From an optimization exercise on the open Yosys and OpenROAD flow, aimed at small area, a short achievable clock period and few clock cycles; shortcuts taken in it are not production practice.
In this exercise RTL edits were held to simulation tests only and were not proved equivalent to the original.
Power figures rest on the tool's default switching activity, not on a simulated workload.

==> inputs of build 74 <==
==> flow/design.v (excerpt) <==
module fib (
        ap_clk,
        ap_rst,
        ap_start,
        ap_done,
        ap_idle,
        ap_ready,
        n,
        ap_return
);
==> module fib, before the edit <==
module fib (
        ap_clk,
        ap_rst,
        ap_start,
        ap_done,
        ap_idle,
        ap_ready,
        n,
        ap_return
);
input   ap_clk;
input   ap_rst;
input   ap_start;
output   ap_done;
output   ap_idle;
output   ap_ready;
input  [31:0] n;
output  [63:0] ap_return;
reg busy;         
reg done_r;       
reg init;         
reg [5:0] ph;     
reg cy;           
reg bw;           
reg nz;           
reg [63:0] a;     
reg [63:0] b;     
reg [31:0] r;     
wire in_tab = (n[31:7] == 25'd0);
wire [63:0] rom;
fib_rom u_rom (
    .x0(n[6]), .x1(n[5]), .x2(n[4]), .x3(n[3]), .x4(n[2]), .x5(n[1]), .x6(n[0]),
    .z00(rom[0]),
    .z01(rom[1]),
    .z02(rom[2]),
    .z03(rom[3]),
    .z04(rom[4]),
    .z05(rom[5]),
    .z06(rom[6]),
    .z07(rom[7]),
    .z08(rom[8]),
    .z09(rom[9]),
    .z10(rom[10]),
    .z11(rom[11]),
    .z12(rom[12]),
    .z13(rom[13]),
    .z14(rom[14]),
    .z15(rom[15]),
    .z16(rom[16]),
    .z17(rom[17]),
    .z18(rom[18]),
    .z19(rom[19]),
    .z20(rom[20]),
    .z21(rom[21]),
    .z22(rom[22]),
    .z23(rom[23]),
    .z24(rom[24]),
    .z25(rom[25]),
    .z26(rom[26]),
    .z27(rom[27]),
    .z28(rom[28]),
    .z29(rom[29]),
    .z30(rom[30]),
    .z31(rom[31]),
    .z32(rom[32]),
    .z33(rom[33]),
    .z34(rom[34]),
    .z35(rom[35]),
    .z36(rom[36]),
    .z37(rom[37]),
    .z38(rom[38]),
    .z39(rom[39]),
    .z40(rom[40]),
    .z41(rom[41]),
    .z42(rom[42]),
    .z43(rom[43]),
    .z44(rom[44]),
    .z45(rom[45]),
    .z46(rom[46]),
    .z47(rom[47]),
    .z48(rom[48]),
    .z49(rom[49]),
    .z50(rom[50]),
    .z51(rom[51]),
    .z52(rom[52]),
    .z53(rom[53]),
    .z54(rom[54]),
    .z55(rom[55]),
    .z56(rom[56]),
    .z57(rom[57]),
    .z58(rom[58]),
    .z59(rom[59]),
    .z60(rom[60]),
    .z61(rom[61]),
    .z62(rom[62]),
    .z63(rom[63])
);
wire ph0  = (ph == 6'd0);
wire ph63 = (ph == 6'd63);
wire a0 = a[0];
wire b0 = b[0];
wire cin = ph0 ? 1'b0 : cy;
wire s = a0 ^ b0 ^ cin;
wire a_in = init ? 1'b0 : b0;
wire b_in = init ? ph0 : s;
wire r0 = r[0];
wire bin = ph0 ? 1'b1 : bw;
wire dec = ph[5] ? r0 : (r0 ^ bin);
wire r_in = init ? n[ph[4:0]] : dec;
wire nz_n = ph[5] ? nz : ((~ph0 & nz) | dec);
wire last = ph63 & (init ? n[31] : ~nz);
always @(posedge ap_clk) begin
    a <= busy ? {a_in, a[63:1]} : rom;
    b <= {b_in, b[63:1]};
    r <= {r_in, r[31:1]};
    cy <= (a0 & b0) | (cin & (a0 ^ b0));
    bw <= ~r0 & bin;
    nz <= nz_n;
    ph <= busy ? ph + 6'd1 : 6'd0;
    init <= busy ? (init & ~ph63) : 1'b1;
end
always @(posedge ap_clk) begin
    if (ap_rst) begin
        busy <= 1'b0;
        done_r <= 1'b0;
    end else if (~busy) begin
        busy <= ap_start;
        done_r <= ap_start & in_tab;
    end else if (done_r) begin
        busy <= 1'b0;
        done_r <= 1'b0;
    end else begin
        done_r <= last;
    end
end
assign ap_done = done_r;
assign ap_ready = done_r;
assign ap_idle = ~ap_start & ~busy;
assign ap_return = a;
endmodule
clock: 4.5 ns
lec_check: 0
abc_area: 1
cap_margin: 20
cell_pad_in_sites_detail_placement: 1
cell_pad_in_sites_global_placement: 2
core_margin: 2
core_utilization: 30
place_density: 0.35
setup_slack_margin: 1.8
slew_margin: 20
standard.sh (not shown) runs the stock make flow with config.mk's settings and CLKGATE_MAP_FILE= SYNTH_SCRIPT=/design/flow/synth_recipe.tcl, a recipe that flattens the netlist after the stock synthesis.
==> flow/flow/run.sh <==
#!/bin/bash
# The standard layout, with plain buffers (rather than delay cells) on the ports, and sizing free
# to change a cell's footprint so those buffers and the logic can be resized for timing.
set -euo pipefail
bash standard.sh \
  "BUFFER_PORTS_ARGS=-buffer_cell sky130_fd_sc_hd__buf_2" \
  MATCH_CELL_FOOTPRINT=0 \
  finish > standard_flow.log 2>&1
==> build 89: changes against build 74 <==
Settings changed: CELL_PAD_IN_SITES_DETAIL_PLACEMENT 1 to not set, CELL_PAD_IN_SITES_GLOBAL_PLACEMENT 2 to not set, SETUP_SLACK_MARGIN 1.8 to not set, SYNTH_MEMORY_MAX_BITS set to 16384.
==> trial 40: changes against build 74 <==
--- a/flow/design.v
+++ b/flow/design.v
@@ -18,6 +18,7 @@
 output  [63:0] ap_return;
 reg busy;         
 reg done_r;       
+reg idle_r;       
 reg init;         
 reg [5:0] ph;     
 reg cy;           
@@ -106,13 +107,13 @@
 wire r0 = r[0];
 wire bin = ph0 ? 1'b1 : bw;
 wire dec = ph[5] ? r0 : (r0 ^ bin);
-wire r_in = init ? n[ph[4:0]] : dec;
+wire r_in = init ? r0 : dec;
 wire nz_n = ph[5] ? nz : ((~ph0 & nz) | dec);
 wire last = ph63 & (init ? n[31] : ~nz);
 always @(posedge ap_clk) begin
     a <= busy ? {a_in, a[63:1]} : rom;
     b <= {b_in, b[63:1]};
-    r <= {r_in, r[31:1]};
+    r <= busy ? {r_in, r[31:1]} : n;
     cy <= (a0 & b0) | (cin & (a0 ^ b0));
     bw <= ~r0 & bin;
     nz <= nz_n;
@@ -122,12 +123,15 @@
 always @(posedge ap_clk) begin
     if (ap_rst) begin
         busy <= 1'b0;
+        idle_r <= 1'b1;
         done_r <= 1'b0;
     end else if (~busy) begin
         busy <= ap_start;
+        idle_r <= ~ap_start;
         done_r <= ap_start & in_tab;
     end else if (done_r) begin
         busy <= 1'b0;
+        idle_r <= 1'b1;
         done_r <= 1'b0;
     end else begin
         done_r <= last;
@@ -135,7 +139,7 @@
 end
 assign ap_done = done_r;
 assign ap_ready = done_r;
-assign ap_idle = ~ap_start & ~busy;
+assign ap_idle = ~ap_start & idle_r;
 assign ap_return = a;
 endmodule
 module fib_rom ( 
Settings changed: CTS_BUF_LIST set to sky130_fd_sc_hd__clkbuf_8, CTS_CLUSTER_SIZE set to 15, SETUP_SLACK_MARGIN 1.8 to 2.5.
==> build 14: changes against build 74 <==
--- a/flow/design.v
+++ b/flow/design.v
@@ -18,6 +18,7 @@
 output  [63:0] ap_return;
 reg busy;         
 reg done_r;       
+reg idle_r;       
 reg init;         
 reg [5:0] ph;     
 reg cy;           
@@ -106,13 +107,13 @@
 wire r0 = r[0];
 wire bin = ph0 ? 1'b1 : bw;
 wire dec = ph[5] ? r0 : (r0 ^ bin);
-wire r_in = init ? n[ph[4:0]] : dec;
+wire r_in = init ? r0 : dec;
 wire nz_n = ph[5] ? nz : ((~ph0 & nz) | dec);
 wire last = ph63 & (init ? n[31] : ~nz);
 always @(posedge ap_clk) begin
     a <= busy ? {a_in, a[63:1]} : rom;
     b <= {b_in, b[63:1]};
-    r <= {r_in, r[31:1]};
+    r <= busy ? {r_in, r[31:1]} : n;
     cy <= (a0 & b0) | (cin & (a0 ^ b0));
     bw <= ~r0 & bin;
     nz <= nz_n;
@@ -122,12 +123,15 @@
 always @(posedge ap_clk) begin
     if (ap_rst) begin
         busy <= 1'b0;
+        idle_r <= 1'b1;
         done_r <= 1'b0;
     end else if (~busy) begin
         busy <= ap_start;
+        idle_r <= ~ap_start;
         done_r <= ap_start & in_tab;
     end else if (done_r) begin
         busy <= 1'b0;
+        idle_r <= 1'b1;
         done_r <= 1'b0;
     end else begin
         done_r <= last;
@@ -135,7 +139,7 @@
 end
 assign ap_done = done_r;
 assign ap_ready = done_r;
-assign ap_idle = ~ap_start & ~busy;
+assign ap_idle = ~ap_start & idle_r;
 assign ap_return = a;
 endmodule
 module fib_rom ( 
==> flow/flow/run.sh (replaced) <==
#!/bin/bash
# The standard layout, with plain buffers (rather than delay cells) on the ports, sizing free to
# change a cell's footprint, and no half/full-adder extraction in synthesis (the only adder is a
# 6-bit counter; extraction mostly turns XOR pairs of the table logic into half-adder cells).
set -euo pipefail
bash standard.sh \
  ADDER_MAP_FILE= \
  "BUFFER_PORTS_ARGS=-buffer_cell sky130_fd_sc_hd__buf_2" \
  MATCH_CELL_FOOTPRINT=0 \
  finish > standard_flow.log 2>&1
Settings changed: CTS_BUF_LIST set to sky130_fd_sc_hd__clkbuf_8, CTS_CLUSTER_SIZE set to 20, GPL_ROUTABILITY_DRIVEN set to 0, SETUP_SLACK_MARGIN 1.8 to 2.1.
==> comparison table <==
                                                  trial 40   build 14   build 89   build 74
Number of sinks handled by clock tree synthesis        173        173        172        172
Hold Worst Slack                                 0.3164 ns  0.3263 ns  0.3260 ns  0.3251 ns
Number of diodes                                         1          3          3          2
Clkbuf count                                            18         17         18         18
Run status                        timing/DRC/antenna clean  timing/DRC/antenna clean  timing/DRC/antenna clean  timing/DRC/antenna clean
Hold Path Sink                                        b[7]      b[36]       r[1]       b[8]
Sequential cell fraction of total power              0.385      0.424      0.398      0.389
Metal3 WL                                         8.232 mm   9.580 mm   8.801 mm   8.621 mm
Share of the core filled with cells                 0.4642     0.3803     0.3641     0.3739
Layout net count                                      1756       1634       1641       1646
Final critical-path required period               2.431 ns   2.635 ns   3.553 ns   2.777 ns
Arrival time of the worst setup path               2.89 ns    3.04 ns    3.88 ns    3.14 ns
Post-synthesis compound-gate area fraction          0.1690     0.1678     0.1824     0.1824
Slowest cell delay on critical path                0.28 ns    0.46 ns    0.55 ns    0.29 ns
Worst-skew pair later-pin latency                  0.53 ns    0.52 ns    0.46 ns    0.47 ns
Testbench counts of build 74, summed over its fixed seeds: cycles 1,024.
Testbench counts of build 89, summed over its fixed seeds: cycles 1,024.
Testbench counts of trial 40, summed over its fixed seeds: cycles 1,024.
Testbench counts of build 14, summed over its fixed seeds: cycles 1,024.

-- separate check: timing with driven ports --
Ports are ideal in the flow. The routed layouts listed here were re-timed in OpenROAD. Step 1: set_driving_cell puts a clkbuf_16 on ap_clk and a buf_2 on each other input, an assumption about the parent block. Step 2, shift: input delay + t, output delay - t, t = (earliest + latest rising clock arrival at the registers) / 2. This alone moves slack from input paths to output paths. a / b / c = no drivers / after step 1 / after step 2; a / b = the first two.
run	t (ns)	setup slack, ns	worst setup path at the end	worst slew at a driven data input, ns
build 74	0.514	1.723 / 1.727 / 1.213	input to register	0.04
build 89	0.508	0.947 / 0.987 / 0.478	input to register	0.04
trial 40	0.571	2.069 / 2.064 / 1.493	input to register	0.06
build 14	0.557	1.865 / 1.886 / 1.329	input to register	0.10
After both steps setup and hold are still met in every run listed. For trial 40, which loses most, drivers alone change the setup slack by -0.005 ns; drivers and shift together by -0.576 ns.
